This is an optimization exercise on Yosys and OpenROAD, whose aim is small area and a short achievable clock period, not a production implementation.
Power is estimated from default activity; no workload was simulated.

rev 12:
Design alu_instrmem_top, start of the top module:
module alu_instrmem_top(input clk,
        input reset,
        output [7:0] imem_addr,
        input [15:0] imem_data,
        output [9:0] dmem_addr,
        output [15:0] dmem_wdata,
        output dmem_we,
        input [15:0] dmem_rdata,
        output logic ovf_ctrl,
        output logic take_branch
    );
Size in the first run: ~900 cells after synthesis, roughly 0.0094 mm² of cells after synthesis.
==> module pfx_add, before the edit <==
module pfx_add #(parameter W = 16, parameter L = 4) (    
    input  logic [W-1:0] a,
    input  logic [W-1:0] b,
    input  logic         g0,      
    output logic [W-1:0] p,       
    output logic [W:0]   c        
);
    logic [W-1:0] g [0:L];
    logic [W-1:0] q [0:L];
    assign p = a ^ b;
    always_comb begin
        g[0] = a;
        q[0] = p;
        g[0][0] = g0;
        q[0][0] = 1'b0;
        for (int l = 0; l < L; l++) begin
            for (int k = 0; k < W; k++) begin
                if (((k >> l) & 1) == 1) begin
                    g[l+1][k] = q[l][k] ? g[l][((k >> l) << l) - 1] : g[l][k];
                    q[l+1][k] = q[l][k] & q[l][((k >> l) << l) - 1];
                end else begin
                    g[l+1][k] = g[l][k];
                    q[l+1][k] = q[l][k];
                end
            end
        end
        c[0] = 1'b0;
        for (int k = 0; k < W; k++) c[k+1] = g[L][k];
    end
endmodule
==> module alu_instrmem_top, before the edit <==
module alu_instrmem_top(input clk,
        input reset,
        output [7:0] imem_addr,
        input [15:0] imem_data,
        output [9:0] dmem_addr,
        output [15:0] dmem_wdata,
        output dmem_we,
        input [15:0] dmem_rdata,
        output logic ovf_ctrl,
        output logic take_branch
    );
    wire [15:0] i = imem_data;
    wire [2:0] ra = i[9:7];
    wire [2:0] rb = i[4:2];
    wire f0 = i[15:13] == 3'b000;
    wire f2 = i[15:13] == 3'b010;
    wire f4 = i[15:13] == 3'b100;
    wire f6 = i[15:13] == 3'b110;
    wire f7 = i[15:13] == 3'b111;
    wire is_lw   = f2;
    wire is_sw   = f6 & (i[1:0] == 2'b00);
    wire is_beqz = f6 & (i[1:0] == 2'b01);
    wire is_bnez = f7;
    wire is_add  = f4 & (i[11:10] == 2'b01) & (i[1:0] == 2'b10);
    wire is_srai = f4 & (i[11:10] == 2'b01) & (i[1:0] == 2'b01);
    wire is_lgc  = f4 & (i[11:10] == 2'b11) & (i[6:5] != 2'b00);
    wire is_andi = f4 & (i[11:10] == 2'b10);
    wire is_addi = f0 & (i[1:0] == 2'b01);
    wire is_slli = f0 & (i[1:0] == 2'b10);
    wire we = is_lw | is_add | is_srai | is_lgc | is_andi | is_addi | is_slli;
    wire [2:0] wa = i[14] ? rb : ra;
    logic [15:0] R [0:7];
    logic [7:0] valid;
    logic [15:0] wd;
    always_ff @(posedge clk or posedge reset)
        if (reset) valid <= 8'd0;
        else if (we) valid[wa] <= 1'b1;
    always_ff @(posedge clk)
        if (we) R[wa] <= wd;
    wire [5:0] imm6 = {i[12], i[6:2]};
    logic [15:0] A, b;
    logic g0_main, g0_addr;
    logic [7:0] sa_lo, sb_lo, sa_hi, sb_hi;
    reg_select u_sel_lo (.ra(ra), .rb(rb), .valid(valid), .i15(i[15]), .sa(sa_lo), .sb(sb_lo));
    reg_select u_sel_hi (.ra(ra), .rb(rb), .valid(valid), .i15(i[15]), .sa(sa_hi), .sb(sb_hi));
    always_comb begin
        b = i[15] ? 16'd0 : {{10{i[12]}}, imm6};
        for (int k = 0; k < 8; k++) begin
            if (sb_lo[k]) b[7:0] = b[7:0] | R[k][7:0];
            if (sb_hi[k]) b[15:8] = b[15:8] | R[k][15:8];
        end
        A = 16'd0;
        g0_main = 1'b0;
        g0_addr = 1'b0;
        for (int k = 0; k < 8; k++) begin
            if (sa_lo[k]) begin
                A[7:0] = A[7:0] | R[k][7:0];
                g0_main = g0_main | (R[k][0] & b[0]);
                g0_addr = g0_addr | (R[k][2] & i[6]);
            end
            if (sa_hi[k]) A[15:8] = A[15:8] | R[k][15:8];
        end
    end
    wire [4:0] imm5 = {i[5], i[12], i[11:10], i[6]};
    logic [4:0] ap;
    logic [5:0] ac;
    pfx_add #(5, 3) addr_add (.a(A[6:2]), .b(imm5), .g0(g0_addr), .p(ap), .c(ac));
    wire [4:0] alo = ap ^ ac[4:0];
    wire [2:0] ahi1 = A[9:7] + 3'd1;
    wire [2:0] ahi = ac[5] ? ahi1 : A[9:7];    
    assign dmem_addr = {ahi, alo, A[1:0]};
    wire ovf_mem = ~A[15] & (&A[14:7]) & ac[5];
    logic [15:0] P;
    logic [16:0] C;
    pfx_add #(16, 4) main_add (.a(A), .b(b), .g0(g0_main), .p(P), .c(C));
    wire [15:0] sum = P ^ C[15:0];
    wire ovf_alu = ~P[15] & (C[15] ^ A[15]);
    assign ovf_ctrl = ((is_lw | is_sw) & ovf_mem) | ((is_add | is_addi) & ovf_alu);
    wire t_g = i[10] & i[6];             
    wire t_p = i[10] & ~(i[6] & i[5]);   
    wire [15:0] lg = (A & ({16{t_g}} & ~P)) | ({16{t_p}} & P)
                   | {10'd0, {6{~i[10]}} & A[5:0] & imm6};
    wire [5:0] sh = imm6;
    logic [15:0] Ar, x, y, yr;
    always_comb for (int k = 0; k < 16; k++) Ar[k] = A[15-k];
    assign x = i[15] ? A : Ar;                  
    wire fill = i[15] & A[15];
    wire [31:0] xs = {{16{fill}}, x} >> sh[3:0];
    assign y = (sh[5:4] != 2'b00) ? {16{fill}} : xs[15:0];
    always_comb for (int k = 0; k < 16; k++) yr[k] = y[15-k];
    wire s_rd  = i[14];                                       
    wire s_sum = ~i[14] & (i[15] ? (~i[11] & i[1]) : ~i[1]);  
    wire s_yr  = ~i[14] & ~i[15] & i[1];                      
    wire s_y   = ~i[14] & i[15] & ~i[11] & ~i[1];             
    wire s_lg  = ~i[14] & i[15] & i[11];                      
    assign wd = ({16{s_rd}} & dmem_rdata) | ({16{s_sum}} & sum) | ({16{s_yr}} & yr)
              | ({16{s_y}} & y) | ({16{s_lg}} & lg);
    assign dmem_we = is_sw;
    assign dmem_wdata = b;                      
    wire az = A == 16'd0;
    assign take_branch = (is_beqz & az) | (is_bnez & ~az);
    wire [7:0] off = {i[12], i[6:5], i[2], i[11:10], i[4:3]};
    wire [7:0] inc = take_branch ? off : 8'd1;
    logic [7:0] pc;
    always_ff @(posedge clk or posedge reset)
        if (reset) pc <= 8'd0;
        else pc <= pc + inc;
    assign imem_addr = pc;
endmodule
==> module reg_select, before the edit <==
module reg_select(
    input  logic [2:0] ra,
    input  logic [2:0] rb,
    input  logic [7:0] valid,
    input  logic       i15,
    output logic [7:0] sa,
    output logic [7:0] sb
);
    always_comb
        for (int k = 0; k < 8; k++) begin
            sa[k] = (ra == k) & valid[k];
            sb[k] = (rb == k) & valid[k] & i15;
        end
endmodule
==> flow/config.mk <==
export PLATFORM = sky130hd
export DESIGN_NAME = alu_instrmem_top
export DESIGN_NICKNAME = alu_instrmem_top
export VERILOG_FILES = /design/flow/design.v
export SDC_FILE = /design/flow/constraint.sdc
export NUM_CORES = 4
export LEC_CHECK = 0
export CAP_MARGIN = 20
export CORE_MARGIN = 2
export CORE_UTILIZATION = 40
export SETUP_SLACK_MARGIN = 4
export SLEW_MARGIN = 20
export SYNTH_HIERARCHICAL = 1
export SYNTH_MINIMUM_KEEP_SIZE = 0
export TNS_END_PERCENT = 0
==> flow/constraint.sdc <==
create_clock -name core_clock -period 10.0 [get_ports {clk}]
set_input_delay 2.0000 -clock core_clock [delete_from_list [all_inputs] [get_ports {clk}]]
set_output_delay 2.0000 -clock core_clock [all_outputs]
set_load 0.01 [all_outputs]
standard.sh (not shown) runs the stock make flow with config.mk's settings and CLKGATE_MAP_FILE= SYNTH_SCRIPT=/design/flow/synth_recipe.tcl, a recipe that flattens the netlist after the stock synthesis.
==> flow/flow/run.sh <==
#!/bin/bash
# Own layout flow: the standard synthesis, then the standard ORFS layout
# with port buffers that start at the smallest buffer (timing repair upsizes
# the ones that matter), a clock tree built from mid-size clock buffers
# without dummy loads, and setup repair by cell sizing and pin swaps only
# (no inserted buffers or cloned gates). Each step's full output goes to a
# log file here.
set -euo pipefail
bash standard.sh synth > synth.log 2>&1
bash standard.sh \
  "BUFFER_PORTS_ARGS=-buffer_cell sky130_fd_sc_hd__buf_1" \
  "CTS_ARGS=-sink_clustering_enable -repair_clock_nets -dont_use_dummy_load -buf_list {sky130_fd_sc_hd__clkbuf_4 sky130_fd_sc_hd__clkbuf_8}" \
  "SETUP_MOVE_SEQUENCE=unbuffer,sizeup,swap" \
  finish > layout.log 2>&1
Setup changes, rev 12 to rev 13
==> flow/design.v, changed modules only <==
module pfx_add #(parameter W = 16, parameter L = 4) (    
    input  logic [W-1:0] a,
    input  logic [W-1:0] b,
    output logic [W-1:0] p,       
    output logic [W:0]   c        
);
    logic [W-1:0] g [0:L];
    logic [W-1:0] q [0:L];
    assign p = a ^ b;
    always_comb begin
        g[0] = a & b;
        q[0] = p;
        q[0][0] = 1'b0;       
        for (int l = 0; l < L; l++) begin
            for (int k = 0; k < W; k++) begin
                if (((k >> l) & 1) == 1) begin
                    g[l+1][k] = g[l][k] | (q[l][k] & g[l][((k >> l) << l) - 1]);
                    q[l+1][k] = q[l][k] & q[l][((k >> l) << l) - 1];
                end else begin
                    g[l+1][k] = g[l][k];
                    q[l+1][k] = q[l][k];
                end
            end
        end
        c[0] = 1'b0;
        for (int k = 0; k < W; k++) c[k+1] = g[L][k];
    end
endmodule
module alu_instrmem_top(input clk,
        input reset,
        output [7:0] imem_addr,
        input [15:0] imem_data,
        output [9:0] dmem_addr,
        output [15:0] dmem_wdata,
        output dmem_we,
        input [15:0] dmem_rdata,
        output logic ovf_ctrl,
        output logic take_branch
    );
    wire [15:0] i = imem_data;
    wire [2:0] ra = i[9:7];
    wire [2:0] rb = i[4:2];
    wire f0 = i[15:13] == 3'b000;
    wire f2 = i[15:13] == 3'b010;
    wire f4 = i[15:13] == 3'b100;
    wire f6 = i[15:13] == 3'b110;
    wire f7 = i[15:13] == 3'b111;
    wire is_lw   = f2;
    wire is_sw   = f6 & (i[1:0] == 2'b00);
    wire is_beqz = f6 & (i[1:0] == 2'b01);
    wire is_bnez = f7;
    wire is_add  = f4 & (i[11:10] == 2'b01) & (i[1:0] == 2'b10);
    wire is_srai = f4 & (i[11:10] == 2'b01) & (i[1:0] == 2'b01);
    wire is_lgc  = f4 & (i[11:10] == 2'b11) & (i[6:5] != 2'b00);
    wire is_andi = f4 & (i[11:10] == 2'b10);
    wire is_addi = f0 & (i[1:0] == 2'b01);
    wire is_slli = f0 & (i[1:0] == 2'b10);
    wire we = is_lw | is_add | is_srai | is_lgc | is_andi | is_addi | is_slli;
    wire [2:0] wa = i[14] ? rb : ra;
    logic [15:0] R [0:7];
    logic [7:0] valid;
    logic [15:0] wd;
    always_ff @(posedge clk or posedge reset)
        if (reset) valid <= 8'd0;
        else if (we) valid[wa] <= 1'b1;
    always_ff @(posedge clk)
        if (we) R[wa] <= wd;
    wire [5:0] imm6 = {i[12], i[6:2]};
    logic [15:0] A, B;
    always_comb begin
        A = 16'd0;
        B = 16'd0;
        for (int k = 0; k < 8; k++) begin
            if (ra == k && valid[k]) A = A | R[k];
            if (rb == k && valid[k]) B = B | R[k];
        end
    end
    wire [15:0] b = ({16{i[15]}} & B) | ({16{~i[15]}} & {{10{i[12]}}, imm6});
    wire [4:0] imm5 = {i[5], i[12], i[11:10], i[6]};
    logic [4:0] ap;
    logic [5:0] ac;
    pfx_add #(5, 3) addr_add (.a(A[6:2]), .b(imm5), .p(ap), .c(ac));
    wire [4:0] alo = ap ^ ac[4:0];
    wire [2:0] ahi1 = A[9:7] + 3'd1;
    wire [2:0] ahi = ac[5] ? ahi1 : A[9:7];    
    assign dmem_addr = {ahi, alo, A[1:0]};
    wire ovf_mem = ~A[15] & (&A[14:7]) & ac[5];
    logic [15:0] P;
    logic [16:0] C;
    pfx_add #(16, 4) main_add (.a(A), .b(b), .p(P), .c(C));
    wire [15:0] sum = P ^ C[15:0];
    wire ovf_alu = ~P[15] & (C[15] ^ A[15]);
    assign ovf_ctrl = ((is_lw | is_sw) & ovf_mem) | ((is_add | is_addi) & ovf_alu);
    wire t_g = i[10] & i[6];             
    wire t_p = i[10] & ~(i[6] & i[5]);   
    wire [15:0] lg = (A & ({16{t_g}} & ~P)) | ({16{t_p}} & P)
                   | {10'd0, {6{~i[10]}} & A[5:0] & imm6};
    wire [5:0] sh = imm6;
    logic [15:0] Ar, x, y, yr;
    always_comb for (int k = 0; k < 16; k++) Ar[k] = A[15-k];
    assign x = i[15] ? A : Ar;                  
    wire fill = i[15] & A[15];
    wire [31:0] xs = {{16{fill}}, x} >> sh[3:0];
    assign y = (sh[5:4] != 2'b00) ? {16{fill}} : xs[15:0];
    always_comb for (int k = 0; k < 16; k++) yr[k] = y[15-k];
    wire s_rd  = i[14];                                       
    wire s_sum = ~i[14] & (i[15] ? (~i[11] & i[1]) : ~i[1]);  
    wire s_yr  = ~i[14] & ~i[15] & i[1];                      
    wire s_y   = ~i[14] & i[15] & ~i[11] & ~i[1];             
    wire s_lg  = ~i[14] & i[15] & i[11];                      
    assign wd = ({16{s_rd}} & dmem_rdata) | ({16{s_sum}} & sum) | ({16{s_yr}} & yr)
              | ({16{s_y}} & y) | ({16{s_lg}} & lg);
    assign dmem_we = is_sw;
    assign dmem_wdata = B;
    wire az = A == 16'd0;
    assign take_branch = (is_beqz & az) | (is_bnez & ~az);
    wire [7:0] off = {i[12], i[6:5], i[2], i[11:10], i[4:3]};
    wire [7:0] inc = take_branch ? off : 8'd1;
    logic [7:0] pc;
    always_ff @(posedge clk or posedge reset)
        if (reset) pc <= 8'd0;
        else pc <= pc + inc;
    assign imem_addr = pc;
endmodule
// module reg_select removed
Notes after the runs:
- Rev 13 against rev 12: gate count of the mapped netlist fell by 20; depth of the critical timing path with buffers and inverters included higher; count of non-CTS inverters in the layout dropped 17; largest fanout on the critical path now sits lower.
- When rev 13 is measured against rev 12, its number of buffers and inverters on the critical path turns out 2 higher.
- Compared with rev 12, rev 13 shows half-perimeter wire length of the detailed placement result that has gone down by a few percent.
- As of rev 13, routed wire length had fallen by a few percent compared to rev 12.
- On rev 13: post-route clock period utilization is 0.80 points higher than what rev 12 gave.
- Number of placed instances with taps included went down by a few percent going from rev 12 to rev 13.
- Overall power after layout up 13 µW in rev 13 wrt rev 12
- Going from rev 12 to rev 13, cell area after layout shrinks by 1.6%.
- Across both runs, final period demand of the worst path was higher for rev 13 than for rev 12.
- Status | rev 13 and rev 12 | clean
Function was not checked in any run of this note: the RTL went through the layout flow alone.

==> separate check: timing with driven ports <==
Ports are ideal in the flow. The routed layouts listed here were re-timed in OpenROAD. Step 1 assumes that a clkbuf_16 drives the clock port and a buf_2 every other input. Step 2 times the ports against the registers' clock, not the clock port: input delays grow and output delays shrink by t, the midpoint of the rising clock arrivals with the driver on. a / b / c = ideal ports / drivers / drivers and shift; a / b = the first two.
run | t (ns) | setup slack, ns | worst hold slack (ns) | slew at the worst register clock pin (ns)
rev 12 | 0.487 | 2.743 / 2.706 / 2.706 | 0.470 / 0.470 / 0.470 | 0.09 / 0.09
rev 13 | 0.502 | 2.662 / 2.635 / 2.635 | 0.526 / 0.526 / 0.526 | 0.11 / 0.11
After both steps every run listed still meets setup and hold. The setup slack of rev 12, which loses most, moves by -0.037 ns with the drivers and by -0.037 ns with both steps.
